Source: an optimization exercise on an open RTL-to-GDS flow (aim: small area). Production flows keep margins and buffers that such runs may drop. The RTL was checked by simulation tests, not by an equivalence proof against the original design. The flow treats the clock pin as an ideal source, which a real chip does not have. No activity file was given, so power comes from the tool's default toggle rates.

// top
module top(
    input  clk     ,
    input  rst     ,
    input  btnU    ,
    input  btnD    ,
    input  btnL    ,
    input  btnR    ,
    output       Hsync   ,
    output       Vsync   ,
    output [3:0] vgaRed  ,
    output [3:0] vgaGreen,
    output [3:0] vgaBlue
);
Size in the first run: ~880 cells after synthesis, ~20 I/O pins, ~0.010 mm2 of cells after synthesis.
export LEC_CHECK = 0
export CAP_MARGIN = 20
export CORE_MARGIN = 2
export CORE_UTILIZATION = 75
export PLACE_DENSITY = 0.85
export SLEW_MARGIN = 20
export SYNTH_HIERARCHICAL = 1
create_clock -name core_clock -period 11.0 [get_ports {clk}]
standard.sh (not shown) runs the stock make flow with config.mk's settings and CLKGATE_MAP_FILE= SYNTH_SCRIPT=/design/flow/synth_recipe.tcl, a recipe that flattens the netlist after the stock synthesis.
==> flow/flow/run.sh <==
#!/bin/bash
# The standard layout (the standard.sh: ORFS synthesis to finish) with
# these layout choices:
# - after synthesis, combinational cells that ABC sized above drive 1 are
#   set back to drive 1 (flow/downsize.tcl); the flow's repair steps size
#   up again wherever slew, capacitance or timing need it
# - clock tree: ORFS's CTS step run through flow/cts.py, with clkbuf_8
#   buffers, no dummy loads at the leaves and up to 30 sinks per H-tree leaf
# - port buffers: buf_1
# Synthesis, floorplan, power grid, taps, placement and routing are
# standard.sh unchanged. Each tool's output goes to a log file here.
set -e
export CTS_ARGS="-sink_clustering_enable -repair_clock_nets -root_buf sky130_fd_sc_hd__clkbuf_16 -tree_buf sky130_fd_sc_hd__clkbuf_8 -buf_list sky130_fd_sc_hd__clkbuf_8 -dont_use_dummy_load"
export BUFFER_PORTS_ARGS="-buffer_cell sky130_fd_sc_hd__buf_1"
export CTS_MAX_LEAF_SINKS=30
export POST_CTS_TCL=$PWD/flow/post_cts.tcl
bash standard.sh synth > synth.log 2>&1
DS_ODB=orfs/results/$FLOW_PLATFORM/top/base/1_synth.odb \
  openroad -no_init -exit flow/downsize.tcl > downsize.log 2>&1
bash standard.sh place > place.log 2>&1
bash standard.sh run RUN_SCRIPT=$PWD/flow/cts.py RUN_LOG_NAME_STEM=4_1_cts > cts.log 2>&1
bash standard.sh > standard.log 2>&1
==> flow/flow/post_cts.tcl <==
estimate_parasitics -placement
set small_cell [get_lib_cells sky130_fd_sc_hd__clkbuf_8]
set big_cell [get_lib_cells sky130_fd_sc_hd__clkbuf_16]
proc worst_load_slew {inst} {
  set worst 0.0
  foreach opin [get_pins -of_objects $inst -filter "direction==output"] {
    foreach p [get_pins -of_objects [get_nets -of_objects $opin] -filter "direction==input"] {
      set s [get_property $p slew_max]
      if {$s > $worst} { set worst $s }
    }
  }
  return $worst
}
foreach inst [get_cells *] {
  if {[get_property $inst ref_name] ne "sky130_fd_sc_hd__clkbuf_16"} { continue }
  set ipin [get_pins -of_objects $inst -filter "direction==input"]
  if {[get_full_name [get_nets -of_objects $ipin]] eq "clk"} { continue }
  replace_cell $inst $small_cell
  estimate_parasitics -placement
  set s [worst_load_slew $inst]
  if {$s > 0.100} {
    replace_cell $inst $big_cell
    estimate_parasitics -placement
    puts "post_cts: [get_full_name $inst] stays clkbuf_16 (clkbuf_8 slew $s)"
  } else {
    puts "post_cts: [get_full_name $inst] -> clkbuf_8 (slew $s)"
  }
}
detailed_placement
check_placement -verbose
Other scripts of this flow, unchanged in this note and not shown: flow/flow/cts.py, flow/flow/downsize.tcl
The starting point completed with no timing, DRC or antenna violations.
Edit:
--- a/flow/flow/post_cts.tcl
+++ b/flow/flow/post_cts.tcl
@@ -13,0 +14 @@
+set clk_port_net [get_nets -of_objects [get_ports clk]]
@@ -17 +18 @@
-  if {[get_full_name [get_nets -of_objects $ipin]] eq "clk"} { continue }
+  if {[get_full_name [get_nets -of_objects $ipin]] eq [get_full_name $clk_port_net]} { continue }
Effect: This time the run failed in clock tree synthesis (4_1_cts); area after synthesis is unchanged; synthesized cell count is unchanged.

---

Setup of wip/tundra:
Starting RTL as in the previous note.
export LEC_CHECK = 0
export CAP_MARGIN = 20
export CORE_MARGIN = 2
export CORE_UTILIZATION = 65
export PLACE_DENSITY = 0.75
export SLEW_MARGIN = 20
export SYNTH_HIERARCHICAL = 1
create_clock -name core_clock -period 11.0 [get_ports {clk}]
==> flow/flow/run.sh <==
#!/bin/bash
# The standard layout (the standard.sh: ORFS's make targets) with these
# layout choices:
# - after synthesis, combinational cells that ABC sized above drive 1 are
#   set back to drive 1 (flow/downsize.tcl); the flow's repair steps size
#   up again wherever slew, capacitance or timing need it
# - clock tree: ORFS's CTS step, run through flow/cts.py to allow up to 30
#   sinks per H-tree leaf (8 leaves instead of 16), with clkbuf_16 buffers
#   and no dummy loads; flow/post_cts.tcl then sets each leaf buffer to
#   clkbuf_8 where the estimated clock slew at its flip-flops stays low
# - port buffers: buf_1
# Synthesis, floorplan, power grid, taps, placement and routing are
# standard.sh unchanged. Each tool's output goes to a log file here.
set -e
export CTS_ARGS="-sink_clustering_enable -repair_clock_nets -root_buf sky130_fd_sc_hd__clkbuf_16 -buf_list sky130_fd_sc_hd__clkbuf_16 -dont_use_dummy_load"
export CTS_MAX_LEAF_SINKS=30
export POST_CTS_TCL=$PWD/flow/post_cts.tcl
export BUFFER_PORTS_ARGS="-buffer_cell sky130_fd_sc_hd__buf_1"
bash standard.sh synth > synth.log 2>&1
DS_ODB=orfs/results/$FLOW_PLATFORM/top/base/1_synth.odb \
  openroad -no_init -exit flow/downsize.tcl > downsize.log 2>&1
bash standard.sh place > place.log 2>&1
bash standard.sh run RUN_SCRIPT=$PWD/flow/cts.py RUN_LOG_NAME_STEM=4_1_cts > cts.log 2>&1
bash standard.sh > standard.log 2>&1
==> flow/flow/cts.py <==
# Runs ORFS's own CTS step (scripts/cts.tcl, with CTS_ARGS and POST_CTS_TCL
# from run.sh) after raising TritonCTS's limit on sinks per H-tree leaf from
# its default of 15, which has no Tcl option: with about 140 flip-flops the
# H-tree then stops one level earlier (8 leaf buffers instead of 16).
import os
from openroad import Design, Tech

tech = Tech()
design = Design(tech)
parms = design.getTritonCts().getParms()
parms.setNumMaxLeafSinks(int(os.environ.get("CTS_MAX_LEAF_SINKS", "30")))
print("CTS max leaf sinks:", parms.getNumMaxLeafSinks())
design.evalTclString("source $::env(SCRIPTS_DIR)/cts.tcl")
==> flow/flow/post_cts.tcl <==
estimate_parasitics -placement
set small_cell [get_lib_cells sky130_fd_sc_hd__clkbuf_8]
set big_cell [get_lib_cells sky130_fd_sc_hd__clkbuf_16]
proc worst_load_slew {inst} {
  set worst 0.0
  foreach opin [get_pins -of_objects $inst -filter "direction==output"] {
    foreach p [get_pins -of_objects [get_nets -of_objects $opin] -filter "direction==input"] {
      set s [get_property $p slew_max]
      if {$s > $worst} { set worst $s }
    }
  }
  return $worst
}
foreach inst [get_cells *] {
  if {[get_property $inst ref_name] ne "sky130_fd_sc_hd__clkbuf_16"} { continue }
  set ipin [get_pins -of_objects $inst -filter "direction==input"]
  if {[get_full_name [get_nets -of_objects $ipin]] eq "clk"} { continue }
  replace_cell $inst $small_cell
  estimate_parasitics -placement
  set s [worst_load_slew $inst]
  if {$s > 0.110} {
    replace_cell $inst $big_cell
    estimate_parasitics -placement
    puts "post_cts: [get_full_name $inst] stays clkbuf_16 (clkbuf_8 slew $s)"
  } else {
    puts "post_cts: [get_full_name $inst] -> clkbuf_8 (slew $s)"
  }
}
detailed_placement
check_placement -verbose
Other scripts of this flow, unchanged in this note and not shown: flow/flow/downsize.tcl
wip/tundra: full flow OK, the timing, design-rule and antenna checks passed
diff inputs: wip/tundra => wip/maple
==> flow/flow/run.sh <==
#!/bin/bash
# The standard layout (the standard.sh: ORFS synthesis to finish) with
# these layout choices:
# - after synthesis, combinational cells that ABC sized above drive 1 are
#   set back to drive 1 (flow/downsize.tcl); the flow's repair steps size
#   up again wherever slew, capacitance or timing need it
# - clock tree: ORFS's CTS step run through flow/cts.py, with clkbuf_8
#   buffers, no dummy loads at the leaves and up to 30 sinks per H-tree leaf
# - port buffers: buf_1
# Synthesis, floorplan, power grid, taps, placement and routing are
# standard.sh unchanged. Each tool's output goes to a log file here.
set -e
export CTS_ARGS="-sink_clustering_enable -repair_clock_nets -root_buf sky130_fd_sc_hd__clkbuf_16 -tree_buf sky130_fd_sc_hd__clkbuf_8 -buf_list sky130_fd_sc_hd__clkbuf_8 -dont_use_dummy_load"
export BUFFER_PORTS_ARGS="-buffer_cell sky130_fd_sc_hd__buf_1"
export CTS_MAX_LEAF_SINKS=30
export POST_CTS_TCL=$PWD/flow/post_cts.tcl
bash standard.sh synth > synth.log 2>&1
DS_ODB=orfs/results/$FLOW_PLATFORM/top/base/1_synth.odb \
  openroad -no_init -exit flow/downsize.tcl > downsize.log 2>&1
bash standard.sh place > place.log 2>&1
bash standard.sh run RUN_SCRIPT=$PWD/flow/cts.py RUN_LOG_NAME_STEM=4_1_cts > cts.log 2>&1
bash standard.sh > standard.log 2>&1
==> flow/flow/cts.py <==
# Runs ORFS's own CTS step (scripts/cts.tcl, with CTS_ARGS from run.sh)
# after raising TritonCTS's limit on sinks per H-tree leaf from its default
# of 15, which has no Tcl option: with about 140 flip-flops the H-tree then
# stops one level earlier (8 leaf buffers instead of 16).
import os
from openroad import Design, Tech

tech = Tech()
design = Design(tech)
parms = design.getTritonCts().getParms()
parms.setNumMaxLeafSinks(int(os.environ.get("CTS_MAX_LEAF_SINKS", "30")))
print("CTS max leaf sinks:", parms.getNumMaxLeafSinks())
design.evalTclString("source $::env(SCRIPTS_DIR)/cts.tcl")
--- a/flow/flow/post_cts.tcl
+++ b/flow/flow/post_cts.tcl
@@ -13,2 +13,3 @@
 }
+set clk_port_net [get_nets -of_objects [get_ports clk]]
 foreach inst [get_cells *] {
@@ -16,3 +17,3 @@
   set ipin [get_pins -of_objects $inst -filter "direction==input"]
-  if {[get_full_name [get_nets -of_objects $ipin]] eq "clk"} { continue }
+  if {[get_full_name [get_nets -of_objects $ipin]] eq [get_full_name $clk_port_net]} { continue }
   replace_cell $inst $small_cell
@@ -20,3 +21,3 @@
   set s [worst_load_slew $inst]
-  if {$s > 0.110} {
+  if {$s > 0.100} {
     replace_cell $inst $big_cell
--- outcome ---
- Comparing wip/maple against wip/tundra, there is no change at all in minimum setup slack after placement.
- wip/maple: aborted in 4_1_cts (tool error)
- Re average footprint of a synthesized cell: no difference whatsoever between wip/tundra and wip/maple.
- From wip/maple to wip/tundra, synthesized net count did not move at all.
The following lists how wip/nickel was set up differently from wip/maple:
==> flow/flow/run.sh <==
#!/bin/bash
# The standard layout (the standard.sh: ORFS's make targets) with these
# layout choices:
# - after synthesis, combinational cells that ABC sized above drive 1 are
#   set back to drive 1 (flow/downsize.tcl); the flow's repair steps size
#   up again wherever slew, capacitance or timing need it
# - clock tree: ORFS's CTS step, run through flow/cts.py to allow up to 30
#   sinks per H-tree leaf (8 leaves instead of 16), with clkbuf_16 buffers
#   and no dummy loads; flow/post_cts.tcl then sets each leaf buffer to
#   clkbuf_8 where the estimated clock slew at its flip-flops stays low
# - port buffers: buf_1
# Synthesis, floorplan, power grid, taps, placement and routing are
# standard.sh unchanged. Each tool's output goes to a log file here.
set -e
export CTS_ARGS="-sink_clustering_enable -repair_clock_nets -root_buf sky130_fd_sc_hd__clkbuf_16 -buf_list sky130_fd_sc_hd__clkbuf_16 -dont_use_dummy_load"
export CTS_MAX_LEAF_SINKS=30
export POST_CTS_TCL=$PWD/flow/post_cts.tcl
export BUFFER_PORTS_ARGS="-buffer_cell sky130_fd_sc_hd__buf_1"
bash standard.sh synth > synth.log 2>&1
DS_ODB=orfs/results/$FLOW_PLATFORM/top/base/1_synth.odb \
  openroad -no_init -exit flow/downsize.tcl > downsize.log 2>&1
bash standard.sh place > place.log 2>&1
bash standard.sh run RUN_SCRIPT=$PWD/flow/cts.py RUN_LOG_NAME_STEM=4_1_cts > cts.log 2>&1
bash standard.sh > standard.log 2>&1
==> flow/flow/cts.py <==
# Runs ORFS's own CTS step (scripts/cts.tcl, with CTS_ARGS and POST_CTS_TCL
# from run.sh) after raising TritonCTS's limit on sinks per H-tree leaf from
# its default of 15, which has no Tcl option: with about 140 flip-flops the
# H-tree then stops one level earlier (8 leaf buffers instead of 16).
import os
from openroad import Design, Tech

tech = Tech()
design = Design(tech)
parms = design.getTritonCts().getParms()
parms.setNumMaxLeafSinks(int(os.environ.get("CTS_MAX_LEAF_SINKS", "30")))
print("CTS max leaf sinks:", parms.getNumMaxLeafSinks())
design.evalTclString("source $::env(SCRIPTS_DIR)/cts.tcl")
--- a/flow/flow/post_cts.tcl
+++ b/flow/flow/post_cts.tcl
@@ -13,3 +13,2 @@
 }
-set clk_port_net [get_nets -of_objects [get_ports clk]]
 foreach inst [get_cells *] {
@@ -17,3 +16,3 @@
   set ipin [get_pins -of_objects $inst -filter "direction==input"]
-  if {[get_full_name [get_nets -of_objects $ipin]] eq [get_full_name $clk_port_net]} { continue }
+  if {[get_full_name [get_nets -of_objects $ipin]] eq "clk"} { continue }
   replace_cell $inst $small_cell
@@ -21,3 +20,3 @@
   set s [worst_load_slew $inst]
-  if {$s > 0.100} {
+  if {$s > 0.120} {
     replace_cell $inst $big_cell
Results
- Between wip/maple and wip/nickel, the difference in standard-cell row count is negligible.
- The flow did not stop early for wip/nickel: all stages ran, and the layout cleared the timing, design-rule and antenna checks.
- wip/maple → wip/nickel: initial standard-cell utilization of the core flat, number of top-level pins flat, total standard cell area after synthesis flat.
> inputs changed (wip/nickel -> wip/ember)
==> flow/flow/run.sh <==
#!/bin/bash
# The standard layout (the standard.sh: ORFS synthesis to finish) with
# these layout choices:
# - after synthesis, combinational cells that ABC sized above drive 1 are
#   set back to drive 1 (flow/downsize.tcl); the flow's repair steps size
#   up again wherever slew, capacitance or timing need it
# - clock tree: ORFS's CTS step run through flow/cts.py, with clkbuf_8
#   buffers, no dummy loads at the leaves and up to 30 sinks per H-tree leaf
# - port buffers: buf_1
# Synthesis, floorplan, power grid, taps, placement and routing are
# standard.sh unchanged. Each tool's output goes to a log file here.
set -e
export CTS_ARGS="-sink_clustering_enable -repair_clock_nets -root_buf sky130_fd_sc_hd__clkbuf_16 -tree_buf sky130_fd_sc_hd__clkbuf_8 -buf_list sky130_fd_sc_hd__clkbuf_8 -dont_use_dummy_load"
export BUFFER_PORTS_ARGS="-buffer_cell sky130_fd_sc_hd__buf_1"
export CTS_MAX_LEAF_SINKS=30
export POST_CTS_TCL=$PWD/flow/post_cts.tcl
bash standard.sh synth > synth.log 2>&1
DS_ODB=orfs/results/$FLOW_PLATFORM/top/base/1_synth.odb \
  openroad -no_init -exit flow/downsize.tcl > downsize.log 2>&1
bash standard.sh place > place.log 2>&1
bash standard.sh run RUN_SCRIPT=$PWD/flow/cts.py RUN_LOG_NAME_STEM=4_1_cts > cts.log 2>&1
bash standard.sh > standard.log 2>&1
==> flow/flow/cts.py <==
# Runs ORFS's own CTS step (scripts/cts.tcl, with CTS_ARGS from run.sh)
# after raising TritonCTS's limit on sinks per H-tree leaf from its default
# of 15, which has no Tcl option: with about 140 flip-flops the H-tree then
# stops one level earlier (8 leaf buffers instead of 16).
import os
from openroad import Design, Tech

tech = Tech()
design = Design(tech)
parms = design.getTritonCts().getParms()
parms.setNumMaxLeafSinks(int(os.environ.get("CTS_MAX_LEAF_SINKS", "30")))
print("CTS max leaf sinks:", parms.getNumMaxLeafSinks())
design.evalTclString("source $::env(SCRIPTS_DIR)/cts.tcl")
--- a/flow/flow/post_cts.tcl
+++ b/flow/flow/post_cts.tcl
@@ -20,3 +20,3 @@
   set s [worst_load_slew $inst]
-  if {$s > 0.120} {
+  if {$s > 0.100} {
     replace_cell $inst $big_cell
Iteration count of the initial detailed-routing pass on wip/ember is down relative to wip/nickel.
Diff wip/nickel..wip/ember | die area | unchanged
Between wip/ember and wip/nickel, the difference in total vias in the final route is negligible.
wip/ember vs wip/nickel: net load switching power up
From wip/nickel to wip/ember the numbers moved as follows: total power went up 1.5%; time the worst path needs with I/O delays and setup picked up an extra 0.0041 ns.

-- port drivers added, routing unchanged --
The results above use ideal ports. As a check the final layouts listed here were re-extracted and re-timed, cells and wires unchanged. Step 1, drivers: a clkbuf_16 drives clk and a buf_2 each remaining input, both assumed. Step 2, shift: input delay + t, output delay - t, t = (earliest + latest rising clock arrival at the registers) / 2. This alone moves slack from input paths to output paths. Three values: ideal ports, drivers, drivers and shift; two values: the first two.
run	t, ns	setup WS [ns]	worst setup path at the end	clock arrival spread, ns
the first run of note 1	0.390	1.979 / 1.979 / 1.979	register to register	0.016 / 0.016
wip/tundra	0.383	1.743 / 1.743 / 1.743	register to register	0.014 / 0.014
wip/nickel	0.383	1.743 / 1.743 / 1.743	register to register	0.014 / 0.014
wip/ember	0.386	1.739 / 1.739 / 1.739	register to register	0.015 / 0.015
After both steps every run listed still meets setup and hold.
